Context: an optimization exercise on an open-source flow, tuned for small area, a short achievable clock period and few clock cycles. The choices shown serve that exercise and are no tape-out recipe. The RTL was checked by simulation tests, not by an equivalence proof against the original design. Power figures rest on the tool's default switching activity, not on a simulated workload.

== job 5693 ==
==> flow/design.v (excerpt) <==
module div_fsm#(
    parameter   DATAWIDTH = 10'd57
)
(
    input                         clk,
    input                         rst_n,
    input                         en,
    input     [DATAWIDTH-1:0]     dividend,
    input     [DATAWIDTH-1:0]     divisor,
    output                        ready,
    output    [DATAWIDTH-1:0]     quotient,
    output    [DATAWIDTH-1:0]     remainder,
    output                        vld_out
);
export LEC_CHECK = 0
export ABC_CLOCK_PERIOD_IN_PS = 3000
export CAP_MARGIN = 20
export CORE_MARGIN = 2
export CORE_UTILIZATION = 50
export CTS_BUF_LIST = sky130_fd_sc_hd__clkbuf_4 sky130_fd_sc_hd__clkbuf_8
export PLACE_DENSITY = 0.65
export SETUP_SLACK_MARGIN = 2.5
export SLEW_MARGIN = 20
create_clock -name core_clock -period 6.0 [get_ports {clk}]
standard.sh (not shown) runs the stock make flow with config.mk's settings and CLKGATE_MAP_FILE= SYNTH_SCRIPT=/design/flow/synth_recipe.tcl, a recipe that flattens the netlist after the stock synthesis.
==> flow/flow/run.sh <==
#!/bin/bash
# The standard layout, with buf_1 as the port buffer cell instead of the
# cell buffer_ports picks by default.
set -euo pipefail
export BUFFER_PORTS_ARGS="-buffer_cell sky130_fd_sc_hd__buf_1"
bash standard.sh > standard.log 2>&1
Testbench counts of job 5693, summed over its fixed seeds: cycles 33,212.
Setup changes, job 5693 to job 1197
Settings: removing PLACE_DENSITY (formerly 0.65); changing CORE_UTILIZATION from 50 to 40.
--- outcome ---
- Delta (job 1197 minus job 5693): global routing met1 resource utilization lost 10 points, number of failing hold endpoints at the final stage neither gained nor lost much, global-route usage lost 5.1 points, number of non-filler instances in the completed layout picked up an extra 5.4%, required time at the worst-slack endpoint picked up an extra 0.04 ns.
- NOTE: minimum period implied by the final worst setup slack in job 1197 falls short of that of job 5693
- Job 5693 -> job 1197: multiplexer share of the synthesized area delta 0, exact match
- Delta (job 1197 minus job 5693): share of total power in sequential cells has increased; first-iteration DRC count has decreased; worst setup slack has increased.
- Compare job 1197 and job 5693 | clock-buffer cell count lower: job 5693
Inputs modified between job 1197 and job 7327:
Settings: a change of SETUP_SLACK_MARGIN from 2.5 to 2.7.
Results
Compared to job 1197, job 7327 shows a wider setup margin.
Net switching power on job 7327 is up relative to job 1197.
Job 7327 against job 1197; count of clock-buffer cells in the layout is down by a few percent.
On highest ir drop seen on vdd: between job 1197 and job 7327, it ends up higher for job 1197.
Between job 1197 and job 7327, the difference in hold slack is negligible.
The wire length after detailed routing on job 1197 is in line with that on job 7327.
No run among job 1197 and job 7327 stopped early or left any final violation; all are clean.
Looking at job 1197 and job 7327, the number of well-tap cells placed is a wash.
Job 7327 vs job 1197: sequential cell area share down
Via count of the first global-routing pass, job 1197 and job 7327: larger value in job 7327
What job 1697 does differently from job 7327 at the input level:
Settings: swapping 2.7 for 2.5 in SETUP_SLACK_MARGIN; putting ABC_AREA at 1 where nothing was set.
### Flow results
Job 1697 against job 7327: clock-buffer cell count lower, post-synthesis net count higher, clock network area share roughly the same, global-route wire length before repair higher.
Job 1697: overall power lower than job 7327
Final cell count: lower on job 7327

div_fsm, a different RTL version from the one above (not shown whole).
Size in the first run: roughly 1700 cells after synthesis, roughly 190 flip-flops.
clock: 6.0 ns
lec_check: 0
abc_clock_period_in_ps: 3000
cap_margin: 20
core_margin: 2
core_utilization: 40
cts_buf_list: sky130_fd_sc_hd__clkbuf_4 sky130_fd_sc_hd__clkbuf_8
setup_slack_margin: 2.5
slew_margin: 20
==> flow/flow/run.sh <==
#!/bin/bash
# The standard layout, with buf_1 as the port buffer cell instead of the
# cell buffer_ports picks by default, and power recovery after global route.
set -euo pipefail
export BUFFER_PORTS_ARGS="-buffer_cell sky130_fd_sc_hd__buf_1"
bash standard.sh RECOVER_POWER=100 finish > standard.log 2>&1
The baseline finished but failed the layout checks on capacitance limit, slew limit.
Testbench counts at the start, summed over its fixed seeds: cycles 33,212.
Then changed:
==> flow/flow/run.sh (replaced) <==
#!/bin/bash
# The standard layout, with buf_1 as the port buffer cell instead of the
# cell buffer_ports picks by default.
set -euo pipefail
export BUFFER_PORTS_ARGS="-buffer_cell sky130_fd_sc_hd__buf_1"
bash standard.sh > standard.log 2>&1
--- a/flow/config.mk
+++ b/flow/config.mk
@@ -7,3 +7,3 @@
 export LEC_CHECK = 0
-export ABC_CLOCK_PERIOD_IN_PS = 3000
+export ABC_CLOCK_PERIOD_IN_PS = 2000
 export CAP_MARGIN = 20
This time the run went through all stages and came out clean.
Setup slack improves by 1.1 ns.
Cell area grows by 1.5%.
Critical path depth drops by 3.
Routed wire length hardly moves.
Synthesized cell count is unchanged.
Sequential power is about the same.
Final cell count is unchanged.
Combinational power rises by about 3%.
Core utilization rose by 0.73 points.
Then changed:
--- a/flow/config.mk
+++ b/flow/config.mk
@@ -7,7 +7,7 @@
 export LEC_CHECK = 0
-export ABC_CLOCK_PERIOD_IN_PS = 2000
+export ABC_CLOCK_PERIOD_IN_PS = 3000
 export CAP_MARGIN = 20
 export CORE_MARGIN = 2
-export CORE_UTILIZATION = 40
-export CTS_BUF_LIST = sky130_fd_sc_hd__clkbuf_4 sky130_fd_sc_hd__clkbuf_8
+export CORE_UTILIZATION = 60
+export PLACE_DENSITY = 0.75
 export SETUP_SLACK_MARGIN = 2.5
Count of clock-buffer cells in the layout fell by 1.
Core utilization went up by 24 points.
Final area is about the same.
Then changed:
--- a/flow/config.mk
+++ b/flow/config.mk
@@ -10,5 +10,5 @@
 export CORE_MARGIN = 2
-export CORE_UTILIZATION = 60
-export PLACE_DENSITY = 0.75
-export SETUP_SLACK_MARGIN = 2.5
+export CORE_UTILIZATION = 40
+export CTS_BUF_LIST = sky130_fd_sc_hd__clkbuf_4 sky130_fd_sc_hd__clkbuf_8
+export SETUP_SLACK_MARGIN = 2.7
 export SLEW_MARGIN = 20
After rerunning:
- die area grows by well over a third
- sequential power shrinks slightly
- fmax grows by a few percent
- global-route usage shrinks by 11 points
- clock skew grows by 0.0073 ns

v22:
Starting RTL as in the previous note.
clock: 6.0 ns
lec_check: 0
abc_clock_period_in_ps: 3000
cap_margin: 20
core_margin: 2
core_utilization: 40
cts_buf_list: sky130_fd_sc_hd__clkbuf_4 sky130_fd_sc_hd__clkbuf_8
setup_slack_margin: 2.2
slew_margin: 20
==> flow/flow/run.sh <==
#!/bin/bash
# The standard layout, with buf_1 as the port buffer cell instead of the
# cell buffer_ports picks by default.
set -euo pipefail
export BUFFER_PORTS_ARGS="-buffer_cell sky130_fd_sc_hd__buf_1"
bash standard.sh > standard.log 2>&1
Testbench counts of v22, summed over its fixed seeds: cycles 33,212.
Input changes introduced in v4 (baseline for comparison: v22):
# v22
export LEC_CHECK = 0
export ABC_CLOCK_PERIOD_IN_PS = 3000
export CAP_MARGIN = 20
export CORE_MARGIN = 2
export CORE_UTILIZATION = 40
export CTS_BUF_LIST = sky130_fd_sc_hd__clkbuf_4 sky130_fd_sc_hd__clkbuf_8
export SETUP_SLACK_MARGIN = 2.2
export SLEW_MARGIN = 20
create_clock -name core_clock -period 6.0 [get_ports {clk}]
# v4
export LEC_CHECK = 0
export ABC_CLOCK_PERIOD_IN_PS = 3000
export CAP_MARGIN = 20
export CORE_MARGIN = 2
export CORE_UTILIZATION = 40
export CTS_BUF_LIST = sky130_fd_sc_hd__clkbuf_4 sky130_fd_sc_hd__clkbuf_8
export PLACE_DENSITY = 0.5
export SETUP_SLACK_MARGIN = 2.5
export SLEW_MARGIN = 20
create_clock -name core_clock -period 6.0 [get_ports {clk}]
Number of cells in the finished layout apart from fillers, v4 vs v22: up by a few percent. The beginning of the critical path comes out r_r[18] in one run and r_wb[5] in the other, namely in v22 and v4 respectively. Post-synthesis to final-layout area growth: v4 > v22. The higher post-route worst setup slack came out of v4. v22 -> v4: count of sequential standard cells delta 0, exact match.
### v4 -> v21
# v4
export LEC_CHECK = 0
export ABC_CLOCK_PERIOD_IN_PS = 3000
export CAP_MARGIN = 20
export CORE_MARGIN = 2
export CORE_UTILIZATION = 40
export CTS_BUF_LIST = sky130_fd_sc_hd__clkbuf_4 sky130_fd_sc_hd__clkbuf_8
export PLACE_DENSITY = 0.5
export SETUP_SLACK_MARGIN = 2.5
export SLEW_MARGIN = 20
create_clock -name core_clock -period 6.0 [get_ports {clk}]
# v21
export LEC_CHECK = 0
export ABC_CLOCK_PERIOD_IN_PS = 3000
export CAP_MARGIN = 20
export CORE_MARGIN = 2
export CORE_UTILIZATION = 40
export CTS_BUF_LIST = sky130_fd_sc_hd__clkbuf_4 sky130_fd_sc_hd__clkbuf_8
export SETUP_SLACK_MARGIN = 2.4
export SLEW_MARGIN = 20
create_clock -name core_clock -period 6.0 [get_ports {clk}]
==> notes.md <==
Worst setup slack sits lower in v21 than in v4.
Register-to-register slack was higher in v4 than in v21.
Of v21 and v4, v21 shows the higher largest incremental delay on the critical path, with v4 below it.
Taking v4 as the reference, in v21 final area went down by about 5%, growth of design area from synthesis to finish went down by 6.0 points, data required time at the worst endpoint moved down.
Comparing v21 against v4, there is no change at all in sequential-to-total area share from yosys stat.
--- input diff v21..v5 ---
# v21
export LEC_CHECK = 0
export ABC_CLOCK_PERIOD_IN_PS = 3000
export CAP_MARGIN = 20
export CORE_MARGIN = 2
export CORE_UTILIZATION = 40
export CTS_BUF_LIST = sky130_fd_sc_hd__clkbuf_4 sky130_fd_sc_hd__clkbuf_8
export SETUP_SLACK_MARGIN = 2.4
export SLEW_MARGIN = 20
create_clock -name core_clock -period 6.0 [get_ports {clk}]
# v5
export LEC_CHECK = 0
export ABC_CLOCK_PERIOD_IN_PS = 3000
export CAP_MARGIN = 20
export CORE_MARGIN = 2
export CORE_UTILIZATION = 40
export SETUP_SLACK_MARGIN = 3.0
export SLEW_MARGIN = 20
create_clock -name core_clock -period 6.0 [get_ports {clk}]
--- outcome ---
Compared with v21, v5 shows a proportion of power drawn by combinational gates that is 2.8 points higher. In v5 the clock group total power turned out 36% higher than in v21. Compared with v21, v5 shows share of final layout cell area taken by clock buffers and inverters higher by 0.58 points. | fraction of area in non-clock buffers | v5 vs v21 | 9.9 points higher |. Higher met1 layer wirelength in the final routing was reported by v5, not v21. Diff v21 -> v5 | count of vias placed by the detailed router | increase of 1592. v5 vs v21: area taken by multi-input logic gates up by more than 10%. Worst voltage drop across the vdd grid for v5: 10% up relative to v21. Delta (v5 minus v21): least setup slack across all paths after layout increased by 0.11 ns relative to the old numbers, buffering stage count on the worst path with inverters included picked up an extra 9. Run comparison: v5 worst min-delay path class register to register; v21 worst min-delay path class input pin to asynchronous set/reset pin.

[re-timing with driven ports]
The flow's constraints put no driver on any port. The routed layouts listed below were extracted and timed again, unchanged, in two steps.
Step 1 sets driving cells, clkbuf_16 on the clock port and buf_2 on the other inputs (assumed; they add their load-dependent delay and slew).
Step 2, shift: input delay + t, output delay - t, t = (earliest + latest rising clock arrival at the registers) / 2. This alone moves slack from input paths to output paths.
Three values: ideal ports, drivers, drivers and shift; two values: the first two.
run	t, ns	slack for setup (ns)	hold slack, ns	latest minus earliest clock arrival (ns)	worst data-port slew with drivers (ns)
job 5693	0.524	2.454 / 2.454 / 2.237	0.588 / 0.577 / 0.588	0.031 / 0.031	0.05
job 1197	0.560	2.537 / 2.537 / 2.170	0.540 / 0.540 / 0.540	0.018 / 0.018	0.04
job 7327	0.550	2.624 / 2.624 / 2.268	0.541 / 0.541 / 0.541	0.020 / 0.020	0.04
job 1697	0.568	1.816 / 1.816 / 1.635	0.519 / 0.519 / 0.519	0.023 / 0.023	0.04
the first run of note 2	0.570	1.425 / 1.425 / 1.051	0.580 / 0.554 / 0.592	0.026 / 0.026	0.06
the second run of note 2	0.569	2.560 / 2.560 / 2.163	0.580 / 0.555 / 0.581	0.024 / 0.024	0.06
the third run of note 2	0.490	2.479 / 2.479 / 2.226	0.579 / 0.579 / 0.579	0.017 / 0.017	0.05
the fourth run of note 2	0.551	2.576 / 2.576 / 2.351	0.586 / 0.582 / 0.586	0.025 / 0.024	0.06
v22	0.571	2.213 / 2.213 / 2.032	0.580 / 0.556 / 0.588	0.024 / 0.024	0.06
v4	0.573	2.484 / 2.484 / 2.031	0.572 / 0.543 / 0.585	0.025 / 0.024	0.05
v21	0.575	2.465 / 2.465 / 2.088	0.575 / 0.550 / 0.581	0.026 / 0.025	0.06
v5	0.512	2.571 / 2.571 / 2.509	0.581 / 0.581 / 0.581	0.017 / 0.017	0.05
For v4, which loses most, drivers alone change the setup slack by 0.000 ns; drivers and shift together by -0.453 ns.
